What follows belongs to an exercise in optimizing a design on an open flow for small area; a production flow would make more cautious choices.
In this exercise RTL edits were held to simulation tests only and were not proved equivalent to the original.
No driver is modelled on the clock port, so clock power and skew are understated where the tree is cut down; a real chip needs a root buffer or a tree.
Power is estimated from default activity; no workload was simulated.

Design FanTimerTop, start of the top module:
module FanTimerTop(
    input i_clk,
    input i_reset,
    input i_button_R,
    input i_button_L,
    input i_button_D,
    input i_button_U,
    input i_button_C,
    output [3:0] o_FND_Digit,
    output [7:0] o_FND_Font,
    output [2:0] o_fanlight,
    output o_timerlight,
    output o_fan
    );
export LEC_CHECK = 0
export ABC_AREA = 1
export CAP_MARGIN = 20
export CORE_MARGIN = 2
export CORE_UTILIZATION = 40
export SLEW_MARGIN = 20
create_clock -name core_clock -period 30.0 [get_ports {i_clk}]
standard.sh (not shown) runs the stock make flow with config.mk's settings and CLKGATE_MAP_FILE= SYNTH_SCRIPT=/design/flow/synth_recipe.tcl, a recipe that flattens the netlist after the stock synthesis.
==> flow/flow/run.sh <==
#!/bin/bash
# Own layout flow: the standard ORFS flow (standard.sh) with three changes:
#  - synthesis: the ABC area script is flow/abc_area.script (deeper area
#    optimisation) and adders are left to ABC instead of half/full-adder cells;
#    everything before ABC, and so every register, is the standard synthesis's;
#  - ports are buffered with sky130_fd_sc_hd__buf_1;
#  - the clock tree is built by flow/manual_cts.tcl: four clkbuf_8, one per
#    quadrant of the flip-flops.
# Each make run's full output goes to a log file here; ORFS's own per-step logs
# are under orfs/logs.
set -euo pipefail
W=$(pwd)
OVL="$W/scripts_ovl"
mkdir -p "$OVL"
for f in "$FLOW_HOME"/scripts/*; do ln -sfn "$f" "$OVL/"; done
rm -f "$OVL/abc_area.script"
cp "$W/flow/abc_area.script" "$OVL/abc_area.script"

bash standard.sh SCRIPTS_DIR="$OVL" ABC_AREA=1 ADDER_MAP_FILE= synth > "$W/make_synth.log" 2>&1

bash standard.sh \
  BUFFER_PORTS_ARGS="-buffer_cell sky130_fd_sc_hd__buf_1" \
  PRE_CTS_TCL="$W/flow/manual_cts.tcl" \
  finish > "$W/make_layout.log" 2>&1
==> flow/flow/manual_cts.tcl <==
# PRE_CTS_TCL hook: builds the clock tree by hand. The flip-flops are split by
# position into four quadrants of equal size, each driven by one clkbuf_8
# placed at the quadrant's centre and fed from the clock port's net (the port
# thus drives four cell pins). clock_tree_synthesis is then replaced by a
# command that only marks the clock as propagated; the rest of the CTS step
# (legalisation, timing repair) runs as usual.
set mcts_block [ord::get_db_block]
set mcts_master [[ord::get_db] findMaster sky130_fd_sc_hd__clkbuf_8]
set mcts_net [$mcts_block findNet i_clk]
set mcts_sinks {}
foreach it [$mcts_net getITerms] {
  set bb [[$it getInst] getBBox]
  lappend mcts_sinks [list $it [expr {([$bb xMin] + [$bb xMax]) / 2}] [expr {([$bb yMin] + [$bb yMax]) / 2}]]
}
proc mcts_split {items idx} {
  set s [lsort -integer -index $idx $items]
  set h [expr {[llength $s] / 2}]
  return [list [lrange $s 0 [expr {$h - 1}]] [lrange $s $h end]]
}
set mcts_groups {}
foreach g [mcts_split $mcts_sinks 1] {
  foreach h [mcts_split $g 2] { lappend mcts_groups $h }
}
set k 0
foreach g $mcts_groups {
  set sx 0
  set sy 0
  foreach s $g {
    incr sx [lindex $s 1]
    incr sy [lindex $s 2]
  }
  set n [llength $g]
  set net [odb::dbNet_create $mcts_block "clknet_manual_$k"]
  $net setSigType CLOCK
  set buf [odb::dbInst_create $mcts_block $mcts_master "clkbuf_manual_$k"]
  $buf setLocation [expr {$sx / $n}] [expr {$sy / $n}]
  $buf setPlacementStatus PLACED
  foreach s $g {
    set it [lindex $s 0]
    $it disconnect
    $it connect $net
  }
  [$buf findITerm A] connect $mcts_net
  [$buf findITerm X] connect $net
  puts "manual CTS: clkbuf_manual_$k drives $n flip-flops"
  incr k
}
global_connect
rename clock_tree_synthesis mcts_unused_clock_tree_synthesis
proc clock_tree_synthesis {args} {
  puts "clock_tree_synthesis replaced: clock tree built by manual_cts.tcl"
  set_propagated_clock [all_clocks]
}
Other scripts of this flow, unchanged in this note and not shown: flow/flow/abc_area.script
Then changed:
--- a/flow/flow/run.sh
+++ b/flow/flow/run.sh
@@ -6,4 +6,3 @@
 #  - ports are buffered with sky130_fd_sc_hd__buf_1;
-#  - the clock tree is built by flow/manual_cts.tcl: four clkbuf_8, one per
-#    quadrant of the flip-flops.
+#  - clock tree synthesis uses clkbuf_4 buffers and inserts no dummy loads.
 # Each make run's full output goes to a log file here; ORFS's own per-step logs
@@ -22,3 +21,3 @@
   BUFFER_PORTS_ARGS="-buffer_cell sky130_fd_sc_hd__buf_1" \
-  PRE_CTS_TCL="$W/flow/manual_cts.tcl" \
+  CTS_ARGS="-sink_clustering_enable -repair_clock_nets -dont_use_dummy_load -buf_list sky130_fd_sc_hd__clkbuf_4 -sink_clustering_size 18" \
   finish > "$W/make_layout.log" 2>&1
removed: flow/flow/manual_cts.tcl
Routed wire length grows by a few percent.
Clock skew grows by 20 ps.
Power grows by a few percent.
Sequential share of layout area shrinks by 0.20 points.
The clock cells of the first run of this note come from the design's own scripts or RTL, not from TritonCTS.

== job 5877 ==
The RTL this note starts from:
==> flow/design.v <==
module ButtonController(input i_clk, input i_reset, input i_button, output o_button);
    reg r_state; reg [6:0] c; reg r_button;
    assign o_button = r_button;
    wire a = i_button ^ r_state;
    wire term = ~c[0] & ~c[1] & ~c[2] & ~c[3] & c[6];
    wire fb = ~(c[6] ^ c[3]);
    wire [6:0] nx = {c[5], c[4] ^ term, c[3:0], fb};
    always @(posedge i_clk or posedge i_reset)
        if (i_reset) begin r_state <= 0; c <= 0; r_button <= 0; end
        else begin
            r_button <= a & term & r_state;
            r_state <= r_state ^ (a & term);
            if (a) c <= nx;
        end
endmodule
`timescale 1ns / 1ps
module FanTimerTop(
    input i_clk,
    input i_reset,
    input i_button_R,
    input i_button_L,
    input i_button_D,
    input i_button_U,
    input i_button_C,
    output [3:0] o_FND_Digit,
    output [7:0] o_FND_Font,
    output [2:0] o_fanlight,
    output o_timerlight,
    output o_fan
    );
    wire w_R, w_L, w_D, w_U, w_C;
    ButtonController Button_R(.i_clk(i_clk), .i_reset(i_reset), .i_button(i_button_R), .o_button(w_R));
    ButtonController Button_L(.i_clk(i_clk), .i_reset(i_reset), .i_button(i_button_L), .o_button(w_L));
    ButtonController Button_D(.i_clk(i_clk), .i_reset(i_reset), .i_button(i_button_D), .o_button(w_D));
    ButtonController Button_U(.i_clk(i_clk), .i_reset(i_reset), .i_button(i_button_U), .o_button(w_U));
    ButtonController Button_C(.i_clk(i_clk), .i_reset(i_reset), .i_button(i_button_C), .o_button(w_C));
    wire [1:0] w_pos;
    wire w_tick1s, w_lt222, w_lt444, w_lt666;
    TimeBase TimeBase(.i_clk(i_clk), .i_reset(i_reset), .o_pos(w_pos), .o_tick1s(w_tick1s),
                      .o_lt222(w_lt222), .o_lt444(w_lt444), .o_lt666(w_lt666));
    wire [1:0] w_fan;
    FanLevel FanLevel(.i_clk(i_clk), .i_reset(i_reset), .i_R(w_R), .i_L(w_L), .i_D(w_D), .o_fan(w_fan));
    wire w_active, w_complete;
    wire [3:0] w_rem;
    Timer Timer(.i_clk(i_clk), .i_reset(i_reset), .i_U(w_U), .i_C(w_C), .i_D(w_D), .i_tick(w_tick1s),
                .o_active(w_active), .o_complete(w_complete), .o_rem(w_rem));
    Display Display(.i_pos(w_pos), .i_rem(w_rem), .i_fan(w_fan), .o_digit(o_FND_Digit), .o_font(o_FND_Font));
    wire w_fan_on = ~w_complete;
    assign o_fanlight   = w_fan_on ? {w_fan[1] & w_fan[0], w_fan[1], w_fan[1] | w_fan[0]} : 3'b000;
    assign o_timerlight = w_active;
    reg w_pwm;
    always @(*) begin
        case (w_fan)
            2'd0: w_pwm = 1'b0;
            2'd1: w_pwm = w_lt222;
            2'd2: w_pwm = w_lt444;
            default: w_pwm = w_lt666;
        endcase
    end
    assign o_fan = w_fan_on & w_pwm;
endmodule
module TimeBase(
    input i_clk,
    input i_reset,
    output [1:0] o_pos,
    output o_tick1s,
    output o_lt222, o_lt444, o_lt666
    );
    reg [5:0] r_half;
    reg       r_phase;
    reg [5:0] r_lo;
    reg [4:0] r_hi;
    wire w_half_end = ~r_half[0] & r_half[2] & ~r_half[3] & r_half[5];
    wire w_half_fb  = r_half[0] ^ r_half[5];
    wire w_tick100  = w_half_end & ~r_phase;
    wire w_lo_end   = r_lo[5] & r_lo[4] & r_lo[0];              
    wire w_hi_end   = r_hi[4] & r_hi[1] & r_hi[0];              
    wire w_lo_25    = r_lo[4] & r_lo[3] & ~r_lo[2] & ~r_lo[1] & r_lo[0];
    assign o_tick1s = w_half_end & r_phase & w_lo_25;
    always @(posedge i_clk or posedge i_reset) begin
        if (i_reset) begin
            r_half  <= 6'd9;
            r_phase <= 1'b0;
            r_lo    <= 6'd0;
            r_hi    <= 5'd0;
        end
        else begin
            r_half <= {r_half[4:2], r_half[1] ^ w_half_end, r_half[0], w_half_fb};
            if (w_half_end) r_phase <= ~r_phase;
            if (w_tick100) begin
                if (w_lo_end) begin
                    r_lo <= 6'd0;
                    r_hi <= w_hi_end ? 5'd0 : r_hi + 5'd1;
                end
                else begin
                    r_lo <= r_lo + 6'd1;
                end
            end
        end
    end
    assign o_pos   = {r_lo[1] ^ r_hi[0], r_lo[0]};
    assign o_lt222 = (r_hi < 5'd4)  | ((r_hi == 5'd4)  & (r_lo < 6'd22));
    assign o_lt444 = (r_hi < 5'd8)  | ((r_hi == 5'd8)  & (r_lo < 6'd44));
    assign o_lt666 = (r_hi < 5'd13) | ((r_hi == 5'd13) & (r_lo < 6'd16));
endmodule
module FanLevel(
    input i_clk,
    input i_reset,
    input i_R, i_L, i_D,
    output [1:0] o_fan
    );
    reg [1:0] r_fan;
    assign o_fan = r_fan;
    always @(posedge i_clk or posedge i_reset) begin
        if (i_reset) r_fan <= 2'd0;
        else if (i_D && r_fan != 2'd0) r_fan <= 2'd0;
        else if (i_R && r_fan != 2'd3) r_fan <= r_fan + 2'd1;
        else if (i_L && r_fan != 2'd0) r_fan <= r_fan - 2'd1;
    end
endmodule
module Timer(
    input i_clk,
    input i_reset,
    input i_U, i_C, i_D, i_tick,
    output o_active, o_complete,
    output [3:0] o_rem
    );
    reg [1:0] r_set;
    reg       r_run;
    reg [3:0] r_rem;
    wire w_set   = r_set[1] | r_set[0];
    wire w_zero  = ~(r_rem[3] | r_rem[2] | r_rem[1] | r_rem[0]);
    wire [1:0] w_set_up = r_set + 2'd1;
    assign o_active   = r_run & w_set;
    assign o_complete = r_run & ~w_set;
    assign o_rem      = r_rem;
    always @(posedge i_clk or posedge i_reset) begin
        if (i_reset) begin
            r_set <= 2'd0;
            r_run <= 1'b0;
            r_rem <= 4'd0;
        end
        else if (!r_run) begin
            if (i_U) begin
                r_set <= w_set_up;
                r_rem <= {w_set_up, w_set_up};
            end
            else if (i_C && w_set) begin
                r_run <= 1'b1;
            end
        end
        else if (w_set) begin
            if (w_zero) r_set <= 2'd0;
            else if (i_C) r_rem <= {r_set, r_set};
            else if (i_tick) r_rem <= r_rem - 4'd1;
        end
        else begin
            if (i_D) r_run <= 1'b0;
        end
    end
endmodule
module Display(
    input [1:0] i_pos,
    input [3:0] i_rem,
    input [1:0] i_fan,
    output [3:0] o_digit,
    output [7:0] o_font
    );
    wire w_tens = i_rem[3] & (i_rem[2] | i_rem[1]);
    wire [3:0] w_ones = {i_rem[3] & ~w_tens, i_rem[2] & (i_rem[1] | ~w_tens), i_rem[1] ^ w_tens, i_rem[0]};
    wire [3:0] w_value = i_pos[1] ? {2'd0, i_fan} : (i_pos[0] ? {3'd0, w_tens} : w_ones);
    reg [7:0] r_font;
    always @(*) begin
        case (w_value)
            4'h0 : r_font = 8'hc0;
            4'h1 : r_font = 8'hf9;
            4'h2 : r_font = 8'ha4;
            4'h3 : r_font = 8'hb0;
            4'h4 : r_font = 8'h99;
            4'h5 : r_font = 8'h92;
            4'h6 : r_font = 8'h82;
            4'h7 : r_font = 8'hf8;
            4'h8 : r_font = 8'h80;
            4'h9 : r_font = 8'h98;
            default: r_font = 8'hff;
        endcase
    end
    assign o_font  = r_font;
    assign o_digit = {~(i_pos[1] & i_pos[0]), 1'b1, i_pos[1] | ~i_pos[0], i_pos[1] | i_pos[0]};
endmodule
Settings: LEC_CHECK=0, ABC_AREA=1, CAP_MARGIN=20, CORE_MARGIN=2, CORE_UTILIZATION=40, SLEW_MARGIN=20; clock period 30.0 ns.
==> flow/flow/run.sh <==
#!/bin/bash
# Own layout flow: the standard ORFS flow (standard.sh) with three changes:
#  - synthesis: the ABC area script is flow/abc_area.script (deeper area
#    optimisation) and adders are left to ABC instead of half/full-adder cells;
#    everything before ABC, and so every register, is the standard synthesis's;
#  - ports are buffered with sky130_fd_sc_hd__buf_1;
#  - clock tree synthesis inserts no dummy loads.
# Each make run's full output goes to a log file here; ORFS's own per-step logs
# are under orfs/logs.
set -euo pipefail
W=$(pwd)
OVL="$W/scripts_ovl"
mkdir -p "$OVL"
for f in "$FLOW_HOME"/scripts/*; do ln -sfn "$f" "$OVL/"; done
rm -f "$OVL/abc_area.script"
cp "$W/flow/abc_area.script" "$OVL/abc_area.script"

bash standard.sh SCRIPTS_DIR="$OVL" ABC_AREA=1 ADDER_MAP_FILE= synth > "$W/make_synth.log" 2>&1

bash standard.sh \
  BUFFER_PORTS_ARGS="-buffer_cell sky130_fd_sc_hd__buf_1" \
  CTS_ARGS="-sink_clustering_enable -repair_clock_nets -dont_use_dummy_load -buf_list sky130_fd_sc_hd__clkbuf_8 -sink_clustering_size 36" \
  finish > "$W/make_layout.log" 2>&1
==> flow/flow/abc_area.script <==
strash
&get -n
&deepsyn -T 30 -S 2
&put
dch -f
amap
topo
Job 5877 completed; timing, DRC and antenna clean
Edits applied to the flow inputs when going from job 5877 to job 411:
==> flow/run.sh (new file) <==
#!/bin/bash
# synth_recipe.tcl (not shown) runs the flow's synth.tcl, then flattens the netlist and writes it again
# the make line also repeats each setting of config.mk as NAME=value (left out here)
make -C /OpenROAD-flow-scripts/flow DESIGN_CONFIG=/design/flow/config.mk WORK_HOME=/design/flow/orfs CLKGATE_MAP_FILE= SYNTH_SCRIPT=/design/flow/synth_recipe.tcl finish
removed: flow/flow/run.sh
removed: flow/flow/abc_area.script
removed: flow/standard.sh
Results
Cmp job 411 vs job 5877: count of placed standard cells in the final layout, fillers left out higher in job 411
Compared job 411 vs job 5877, and average via count per standard cell is down in job 411.
Minimum clock period after layout was higher in job 411 than in job 5877.
Job 5877 → job 411: layout overhead on the synthesized area went up; die span in y went up; amount of wire on met3 after detailed routing went down; worst setup slack went down.
Input-level comparison between job 6017 and job 411:
==> flow/flow/run.sh (new file) <==
#!/bin/bash
# Own layout flow: the standard ORFS flow (standard.sh) with three changes:
#  - synthesis: the ABC area script is flow/abc_area.script (deeper area
#    optimisation) and adders are left to ABC instead of half/full-adder cells;
#    everything before ABC, and so every register, is the standard synthesis's;
#  - ports are buffered with sky130_fd_sc_hd__buf_1;
#  - clock tree synthesis inserts no dummy loads.
# Each make run's full output goes to a log file here; ORFS's own per-step logs
# are under orfs/logs.
set -euo pipefail
W=$(pwd)
OVL="$W/scripts_ovl"
mkdir -p "$OVL"
for f in "$FLOW_HOME"/scripts/*; do ln -sfn "$f" "$OVL/"; done
rm -f "$OVL/abc_area.script"
cp "$W/flow/abc_area.script" "$OVL/abc_area.script"

bash standard.sh SCRIPTS_DIR="$OVL" ABC_AREA=1 ADDER_MAP_FILE= synth > "$W/make_synth.log" 2>&1

bash standard.sh \
  BUFFER_PORTS_ARGS="-buffer_cell sky130_fd_sc_hd__buf_1" \
  CTS_ARGS="-sink_clustering_enable -repair_clock_nets -dont_use_dummy_load" \
  finish > "$W/make_layout.log" 2>&1
==> flow/flow/abc_area.script (new file) <==
strash
&get -n
&deepsyn -T 30 -S 2
&put
dch -f
amap
topo
==> flow/standard.sh (new file) <==
#!/bin/bash
# synth_recipe.tcl (not shown) runs the flow's synth.tcl, then flattens the netlist and writes it again
# the make line also repeats each setting of config.mk as NAME=value (left out here)
make -C /OpenROAD-flow-scripts/flow DESIGN_CONFIG=/design/flow/config.mk WORK_HOME=/design/flow/orfs CLKGATE_MAP_FILE= SYNTH_SCRIPT=/design/flow/synth_recipe.tcl "${@:-finish}"
removed: flow/run.sh
## What came out
Job 6017 reports a lower global placement routability congestion than job 411 does.
Higher met2 wirelength from detailed routing goes to job 411 over job 6017.
Job 6017 ends up with a power drawn by the combinational cells that is 34% lower than in job 411.
Summary of job 6017 over job 411: wire length on met1 lost about 16%, final worst-path setup slack picked up an extra 0.18 ns.
Summary of job 6017 over job 411: non-clock buffer count was more or less identical, multi-input combinational cell count has decreased.
Count of mapped cells out of synthesis was lower in the run labelled job 6017.

==> what the ideal ports hide <==
No port has a modelled driver above. Below, the same layouts with a new extraction and two added sets of constraints.
Step 1 assumes that a clkbuf_16 drives the clock port and a buf_2 every other input.
Step 2 moves the port delays by t, midway between the first and last clock arrival at a register: inputs arrive t later, outputs are due t later. That takes back most of the time a late clock gives input paths.
a / b / c = ideal / step 1 / step 2; a / b = the first two.
run | shift t [ns] | setup WS [ns] | hold WS [ns] | worst setup path after step 2 | slew at the worst register clock pin (ns)
the first run of note 1 | 0.213 | 21.655 / 21.598 / 21.811 | 0.393 / 0.392 / 0.392 | register to output | 0.10 / 0.10
the second run of note 1 | 0.418 | 21.434 / 21.402 / 21.820 | 0.385 / 0.385 / 0.385 | register to output | 0.10 / 0.10
job 5877 | 0.352 | 21.285 / 21.251 / 21.603 | 0.336 / 0.336 / 0.336 | register to output | 0.07 / 0.07
job 411 | 0.371 | 21.104 / 21.074 / 21.445 | 0.354 / 0.354 / 0.354 | register to output | 0.08 / 0.08
job 6017 | 0.352 | 21.285 / 21.251 / 21.603 | 0.336 / 0.336 / 0.336 | register to output | 0.07 / 0.07
After both steps setup and hold are still met in every run listed.
